From an optimization exercise on the open Yosys and OpenROAD flow, aimed at small area, a short achievable clock period and few clock cycles per item; shortcuts taken in it are not production practice. Only simulation tests tie the RTL to the original design; equivalence was not proved. No activity file was given, so power comes from the tool's default toggle rates.

== v31 ==
==> flow/design.v (excerpt) <==
module assignment (
    input logic clk,
    input logic NRST,
    input logic start,
    input logic [10:0] A,
    input logic [10:0] B,
    output logic [20:0] result,
    output logic ready
);
    logic        busy;
    logic        accept;
    logic [10:0] a_value;
    logic [9:0]  b_mod;
    logic [9:0]  b_mod_next;
    logic [20:0] row0, row1;
    logic pp_0_0;
    logic pp_0_1;
    logic pp_0_2;
    logic pp_0_3;
    logic pp_0_4;
    logic pp_0_5;
    logic pp_0_6;
    logic pp_0_7;
    logic pp_0_8;
    logic pp_0_9;
    logic pp_1_0;
    logic pp_1_1;
    logic pp_1_2;
    logic pp_1_3;
    logic pp_1_4;
    logic pp_1_5;
    logic pp_1_6;
    logic pp_1_7;
    logic pp_1_8;
    logic pp_1_9;
    logic pp_2_0;
    logic pp_2_1;
    logic pp_2_2;
    logic pp_2_3;
    logic pp_2_4;
    logic pp_2_5;
    logic pp_2_6;
    logic pp_2_7;
    logic pp_2_8;
    logic pp_2_9;
    logic pp_3_0;
    logic pp_3_1;
    logic pp_3_2;
    logic pp_3_3;
    logic pp_3_4;
    logic pp_3_5;
    logic pp_3_6;
    logic pp_3_7;
    logic pp_3_8;
    logic pp_3_9;
    logic pp_4_0;
    logic pp_4_1;
    logic pp_4_2;
    logic pp_4_3;
    logic pp_4_4;
    logic pp_4_5;
    logic pp_4_6;
    logic pp_4_7;
    logic pp_4_8;
    logic pp_4_9;
    logic pp_5_0;
    logic pp_5_1;
    logic pp_5_2;
    logic pp_5_3;
    logic pp_5_4;
    logic pp_5_5;
    logic pp_5_6;
    logic pp_5_7;
    logic pp_5_8;
    logic pp_5_9;
    logic pp_6_0;
    logic pp_6_1;
    logic pp_6_2;
    logic pp_6_3;
    logic pp_6_4;
    logic pp_6_5;
    logic pp_6_6;
    logic pp_6_7;
    logic pp_6_8;
    logic pp_6_9;
    logic pp_7_0;
    logic pp_7_1;
    logic pp_7_2;
    logic pp_7_3;
    logic pp_7_4;
    logic pp_7_5;
    logic pp_7_6;
    logic pp_7_7;
    logic pp_7_8;
    logic pp_7_9;
    logic pp_8_0;
  ...
Size: about 47 I/O pins, roughly 0.0044 mm² of cells after synthesis.
export LEC_CHECK = 0
export CAP_MARGIN = 20
export CORE_MARGIN = 2
export CORE_UTILIZATION = 40
export SLEW_MARGIN = 20
export SYNTH_HIERARCHICAL = 1
export SYNTH_MINIMUM_KEEP_SIZE = 0
create_clock -name core_clock -period 12.5 [get_ports {clk}]
standard.sh (not shown) runs the stock make flow with config.mk's settings and CLKGATE_MAP_FILE= SYNTH_SCRIPT=/design/flow/synth_recipe.tcl, a recipe that flattens the netlist after the stock synthesis.
==> flow/flow/run.sh <==
#!/bin/bash
# The standard layout (the standard.sh: ORFS synthesis to final layout),
# with smaller port buffers and no clock-tree dummy loads.
set -euo pipefail
export BUFFER_PORTS_ARGS="-buffer_cell ${PORT_BUF:-sky130_fd_sc_hd__buf_1}"
export CTS_ARGS="-sink_clustering_enable -repair_clock_nets -dont_use_dummy_load -sink_clustering_size 60 -sink_clustering_max_diameter 300 -buf_list sky130_fd_sc_hd__clkbuf_16"
bash standard.sh > standard.log 2>&1
Testbench counts of v31, summed over its fixed seeds: cycles 3,200, items 1,600.
Here is what was changed in the inputs of v15 compared with v31.
==> flow/flow/run.sh <==
#!/bin/bash
# The standard layout (the standard.sh: ORFS synthesis to final layout),
# with smaller port buffers and no clock-tree dummy loads.
set -euo pipefail
export BUFFER_PORTS_ARGS="-buffer_cell ${PORT_BUF:-sky130_fd_sc_hd__buf_1}"
export CTS_ARGS="-sink_clustering_enable -repair_clock_nets -dont_use_dummy_load -buf_list sky130_fd_sc_hd__clkbuf_8"
export SETUP_SLACK_MARGIN=8.5
bash standard.sh > standard.log 2>&1
Notes after the runs:
- [compare] base=v31 new=v15: fraction of final layout cells with drive strength greater than 1 rose by 12 points, ratio of final minimum period to clock period fell by 0.84 points, cell count rose by 32.
- Clock insertion delay at the later pin of the skew report: v15 vs v31 up 0.02 ns
- From v31 to v15 the numbers moved as follows: part of the total power dissipated in the clock network fell 4.0 points, overall routed net length higher, count of plain and timing-repair buffers went up 68%.

## port drivers added, routing unchanged
Ports are ideal in the flow. The routed layouts listed here were re-timed in OpenROAD. Step 1 assumes that a clkbuf_16 drives the clock port and a buf_2 every other input. Step 2 times the ports against the registers' clock, not the clock port: input delays grow and output delays shrink by t, the midpoint of the rising clock arrivals with the driver on. a / b / c = ideal / step 1 / step 2; a / b = the first two.
run | t (ns) | setup WS [ns] | cell pins on the clock port's net
v31 | 0.322 | 8.289 / 8.252 / 8.097 | 1
v15 | 0.332 | 8.393 / 8.362 / 8.202 | 1
After both steps setup and hold are still met in every run listed. The setup slack of v31, which loses most, moves by -0.037 ns with the drivers and by -0.192 ns with both steps.
